This is an optimization exercise on Yosys and OpenROAD, whose aim is small area and a short achievable clock period, not a production implementation.
RTL that was checked went through simulation tests only; none was proved equivalent to the original.
Power figures rest on the tool's default switching activity, not on a simulated workload.

==> inputs of zinc <==
==> flow/design.v <==
module memory_in(
    input [7:0] data,
    input [5:0] addr,
    input wr,
    input clk,
    output [7:0] out
);
  mem_core #(.A(6), .LO(3)) u_core (
    .data(data), .addr(addr), .wr(wr), .clk(clk), .out(out)
  );
endmodule
module memory_out(
    input [7:0] data,
    input [3:0] addr,
    input wr,
    input clk,
    output [7:0] out
);
  mem_core #(.A(4), .LO(2)) u_core (
    .data(data), .addr(addr), .wr(wr), .clk(clk), .out(out)
  );
endmodule
module memory_weight(
    input [7:0] data,
    input [3:0] addr,
    input wr,
    input clk,
    output [7:0] out
);
  mem_core #(.A(4), .LO(2)) u_core (
    .data(data), .addr(addr), .wr(wr), .clk(clk), .out(out)
  );
endmodule
module lr_memories(
    input        clk,
    input  [7:0] in_data,
    input  [5:0] in_addr,
    input        in_wr,
    output [7:0] in_q,
    input  [7:0] out_data,
    input  [3:0] out_addr,
    input        out_wr,
    output [7:0] out_q,
    input  [7:0] w_data,
    input  [3:0] w_addr,
    input        w_wr,
    output [7:0] w_q
);
  memory_in u_in (
    .data(in_data), .addr(in_addr), .wr(in_wr), .clk(clk), .out(in_q)
  );
  memory_out u_out (
    .data(out_data), .addr(out_addr), .wr(out_wr), .clk(clk), .out(out_q)
  );
  memory_weight u_w (
    .data(w_data), .addr(w_addr), .wr(w_wr), .clk(clk), .out(w_q)
  );
endmodule
module mem_core #(
    parameter A  = 6,
    parameter LO = 3
) (
    input  [7:0]   data,
    input  [A-1:0] addr,
    input          wr,
    input          clk,
    output [7:0]   out
);
  localparam N  = 1 << A;
  localparam HI = A - LO;
  localparam NA = 1 << LO;
  localparam NB = 1 << HI;
  genvar i, b, m;
  wire [A-1:0]  addr_n;
  wire          wr_n;
  wire [NA-1:0] pa_n;
  wire [NB-1:0] pb_n;
  generate
    for (i = 0; i < A; i = i + 1) begin : g_lit
      c_inv u_inv (.a(addr[i]), .y(addr_n[i]));
    end
    for (i = 0; i < NA; i = i + 1) begin : g_pa
      if (LO == 3) begin : g3
        c_nand3 u_pd (.a(i[0] ? addr[0] : addr_n[0]),
                      .b(i[1] ? addr[1] : addr_n[1]),
                      .c(i[2] ? addr[2] : addr_n[2]), .y(pa_n[i]));
      end else begin : g2
        c_nand2 u_pd (.a(i[0] ? addr[0] : addr_n[0]),
                      .b(i[1] ? addr[1] : addr_n[1]), .y(pa_n[i]));
      end
    end
    for (i = 0; i < NB; i = i + 1) begin : g_pb
      if (HI == 3) begin : g3
        c_nand3 u_pd (.a(i[0] ? addr[LO] : addr_n[LO]),
                      .b(i[1] ? addr[LO+1] : addr_n[LO+1]),
                      .c(i[2] ? addr[LO+2] : addr_n[LO+2]), .y(pb_n[i]));
      end else begin : g2
        c_nand2 u_pd (.a(i[0] ? addr[LO] : addr_n[LO]),
                      .b(i[1] ? addr[LO+1] : addr_n[LO+1]), .y(pb_n[i]));
      end
    end
  endgenerate
  c_inv u_wr_n (.a(wr), .y(wr_n));
  wire [N-1:0] wl;
  wire [N-1:0] we;
  wire [7:0]   word_q [N-1:0];
  generate
    for (i = 0; i < N; i = i + 1) begin : g_word
      reg [7:0] word;
      c_nor3 u_wl (.a(pa_n[i % NA]), .b(pb_n[i / NA]), .c(wr), .y(wl[i]));
      c_nor3 u_we (.a(pa_n[i % NA]), .b(pb_n[i / NA]), .c(wr_n), .y(we[i]));
      always @ (posedge clk)
        if (we[i])
          word <= data;  
      assign word_q[i] = word;
    end
  endgenerate
  wire [7:0] q_d;
  reg  [7:0] q;
  generate
    for (b = 0; b < 8; b = b + 1) begin : g_bit
      wire [N/8-1:0] p;
      for (m = 0; m < N/8; m = m + 1) begin : g_grp
        c_ao8 u_p (.w(wl[8*m+7:8*m]),
                   .d({word_q[8*m+7][b], word_q[8*m+6][b], word_q[8*m+5][b],
                       word_q[8*m+4][b], word_q[8*m+3][b], word_q[8*m+2][b],
                       word_q[8*m+1][b], word_q[8*m][b]}),
                   .y(p[m]));
      end
      wire wd;
      c_and2 u_wd (.a(wr), .b(data[b]), .y(wd));
      if (N == 64) begin : g64
        wire [3:0] r_n;
        for (m = 0; m < 3; m = m + 1) begin : g_or
          c_nor2 u_r (.a(p[2*m]), .b(p[2*m+1]), .y(r_n[m]));
        end
        c_nor3 u_r3 (.a(p[6]), .b(p[7]), .c(wd), .y(r_n[3]));
        c_nand4 u_q (.a(r_n[0]), .b(r_n[1]), .c(r_n[2]), .d(r_n[3]), .y(q_d[b]));
      end else begin : g16
        c_or3 u_q (.a(p[0]), .b(p[1]), .c(wd), .y(q_d[b]));
      end
    end
  endgenerate
  always @ (posedge clk)
    q <= q_d;  
  assign out = q;
endmodule
module c_inv (input a, output y);
  assign y = ~a;
endmodule
module c_nand2 (input a, input b, output y);
  assign y = ~(a & b);
endmodule
module c_nand3 (input a, input b, input c, output y);
  assign y = ~(a & b & c);
endmodule
module c_nand4 (input a, input b, input c, input d, output y);
  assign y = ~(a & b & c & d);
endmodule
module c_nor2 (input a, input b, output y);
  assign y = ~(a | b);
endmodule
module c_nor3 (input a, input b, input c, output y);
  assign y = ~(a | b | c);
endmodule
module c_and2 (input a, input b, output y);
  assign y = a & b;
endmodule
module c_or3 (input a, input b, input c, output y);
  assign y = a | b | c;
endmodule
module c_ao8 (input [7:0] w, input [7:0] d, output y);
  assign y = |(w & d);
endmodule
==> flow/run.sh <==
#!/bin/bash
# synth_recipe.tcl (not shown) runs the flow's synth.tcl, then flattens the netlist and writes it again
# the make line also repeats each setting of config.mk as NAME=value (left out here)
make -C /OpenROAD-flow-scripts/flow DESIGN_CONFIG=/design/flow/config.mk WORK_HOME=/design/flow/orfs CLKGATE_MAP_FILE= SYNTH_SCRIPT=/design/flow/synth_recipe.tcl finish
==> flow/config.mk <==
export PLATFORM = sky130hd
export DESIGN_NAME = lr_memories
export DESIGN_NICKNAME = lr_memories
export VERILOG_FILES = /design/flow/design.v
export SDC_FILE = /design/flow/constraint.sdc
export NUM_CORES = 4
export LEC_CHECK = 0
export CAP_MARGIN = 20
export CORE_MARGIN = 2
export CORE_UTILIZATION = 60
export CTS_CLUSTER_DIAMETER = 60
export CTS_CLUSTER_SIZE = 30
export PLACE_DENSITY = 0.7
export SETUP_SLACK_MARGIN = 2.6
export SLEW_MARGIN = 20
export SYNTH_HIERARCHICAL = 1
export SYNTH_MINIMUM_KEEP_SIZE = 0
==> flow/constraint.sdc <==
create_clock -name core_clock -period 5.0 [get_ports {clk}]
set_input_delay 1.0000 -clock core_clock [delete_from_list [all_inputs] [get_ports {clk}]]
set_output_delay 1.0000 -clock core_clock [all_outputs]
set_load 0.01 [all_outputs]
==> tundra (differences from zinc) <==
==> flow/design.v, changed modules only <==
module memory_in(
    input [7:0] data,
    input [5:0] addr,
    input wr,
    input clk,
    output [7:0] out
);
  (* mem2reg *) reg [7:0] mem [63:0];
  reg [7:0] q;
  always @ (posedge clk)
    begin
      if (wr) begin
         mem[addr] <= data;  
      end
      q <= wr ? data : mem[addr];  
    end
  assign out = q;
endmodule
module memory_out(
    input [7:0] data,
    input [3:0] addr,
    input wr,
    input clk,
    output [7:0] out
);
  (* mem2reg *) reg [7:0] mem [15:0];
  reg [7:0] q;
  always @ (posedge clk)
    begin
      if (wr) begin
         mem[addr] <= data;  
      end
      q <= wr ? data : mem[addr];  
    end
  assign out = q;
endmodule
module memory_weight(
    input [7:0] data,
    input [3:0] addr,
    input wr,
    input clk,
    output [7:0] out
);
  (* mem2reg *) reg [7:0] mem [15:0];
  reg [7:0] q;
  always @ (posedge clk)
    begin
      if (wr) begin
         mem[addr] <= data;  
      end
      q <= wr ? data : mem[addr];  
    end
  assign out = q;
endmodule
// module mem_core removed
// module c_inv removed
// module c_nand2 removed
// module c_nand3 removed
// module c_nand4 removed
// module c_nor2 removed
// module c_nor3 removed
// module c_and2 removed
// module c_or3 removed
// module c_ao8 removed
- CORE_UTILIZATION: 60 -> 40
- CTS_CLUSTER_DIAMETER: 60 -> not set
- CTS_CLUSTER_SIZE: 30 -> not set
- PLACE_DENSITY: 0.7 -> 0.6
- SETUP_SLACK_MARGIN: 2.6 -> 0.3
- SYNTH_HIERARCHICAL: 1 -> not set
- SYNTH_MINIMUM_KEEP_SIZE: 0 -> not set
==> juniper (differences from zinc) <==
==> flow/design.v, changed modules only <==
module memory_in(
    input [7:0] data,
    input [5:0] addr,
    input wr,
    input clk,
    output [7:0] out
);
  (* mem2reg *) reg [7:0] mem [63:0];
  reg [7:0] q;
  always @ (posedge clk)
    begin
      if (wr) begin
         mem[addr] <= data;  
      end
      q <= wr ? data : mem[addr];  
    end
  assign out = q;
endmodule
module memory_out(
    input [7:0] data,
    input [3:0] addr,
    input wr,
    input clk,
    output [7:0] out
);
  (* mem2reg *) reg [7:0] mem [15:0];
  reg [7:0] q;
  always @ (posedge clk)
    begin
      if (wr) begin
         mem[addr] <= data;  
      end
      q <= wr ? data : mem[addr];  
    end
  assign out = q;
endmodule
module memory_weight(
    input [7:0] data,
    input [3:0] addr,
    input wr,
    input clk,
    output [7:0] out
);
  (* mem2reg *) reg [7:0] mem [15:0];
  reg [7:0] q;
  always @ (posedge clk)
    begin
      if (wr) begin
         mem[addr] <= data;  
      end
      q <= wr ? data : mem[addr];  
    end
  assign out = q;
endmodule
// module mem_core removed
// module c_inv removed
// module c_nand2 removed
// module c_nand3 removed
// module c_nand4 removed
// module c_nor2 removed
// module c_nor3 removed
// module c_and2 removed
// module c_or3 removed
// module c_ao8 removed
- CORE_UTILIZATION: 60 -> 40
- CTS_CLUSTER_DIAMETER: 60 -> not set
- CTS_CLUSTER_SIZE: 30 -> not set
- PLACE_DENSITY: 0.7 -> 0.6
- SETUP_SLACK_MARGIN: 2.6 -> 3.3
- SYNTH_HIERARCHICAL: 1 -> not set
- SYNTH_MINIMUM_KEEP_SIZE: 0 -> not set
==> summary of the runs <==
juniper completed with no timing, DRC or antenna violations. tundra produced a clean layout. zinc went through all stages and came out clean.
The lowest fmax belongs to tundra, the highest to zinc.
Between zinc and juniper, the lower first-iteration DRC count is in zinc (gap 47%, measured against juniper).
Sequential share of layout area: juniper < tundra < zinc.
In flip-flop and latch count, zinc and juniper do not differ.
Non-clock buffer count: juniper > tundra > zinc.
Between zinc and juniper, the lower core utilization is in juniper (gap 15 points).
Of tundra and juniper, juniper has the higher worst hold slack (gap 0.0047 ns).
Register-to-register slack, highest first: zinc, juniper, tundra.
In tundra the clock power is larger than in zinc, by about 45%.
Routed wire length, lowest first: zinc, tundra, juniper.
Function not checked in tundra and juniper: the RTL went through the layout flow alone.

-- afterwards: timing with drivers on the ports --
No port has a modelled driver above. Below, the same layouts with a new extraction and two added sets of constraints. Step 1 sets driving cells, clkbuf_16 on the clock port and buf_2 on the other inputs (assumed; they add their load-dependent delay and slew). Step 2 also shifts input and output timing later by t, the mid clock arrival at the registers, as if the neighbouring blocks saw the same clock. a / b / c = ideal / step 1 / step 2; a / b = the first two.
run | shift t [ns] | setup slack, ns | hold WS [ns] | worst setup path at the end
zinc | 0.665 | 2.533 / 2.571 / 1.906 | 0.589 / 0.589 / 0.589 | input to register
tundra | 0.714 | 1.169 / 1.214 / 0.500 | 0.535 / 0.535 / 0.535 | input to register
juniper | 0.712 | 2.532 / 2.452 / 1.740 | 0.540 / 0.540 / 0.540 | input to register
After both steps every run listed still meets setup and hold. The setup slack of juniper, which loses most, moves by -0.080 ns with the drivers and by -0.792 ns with both steps.
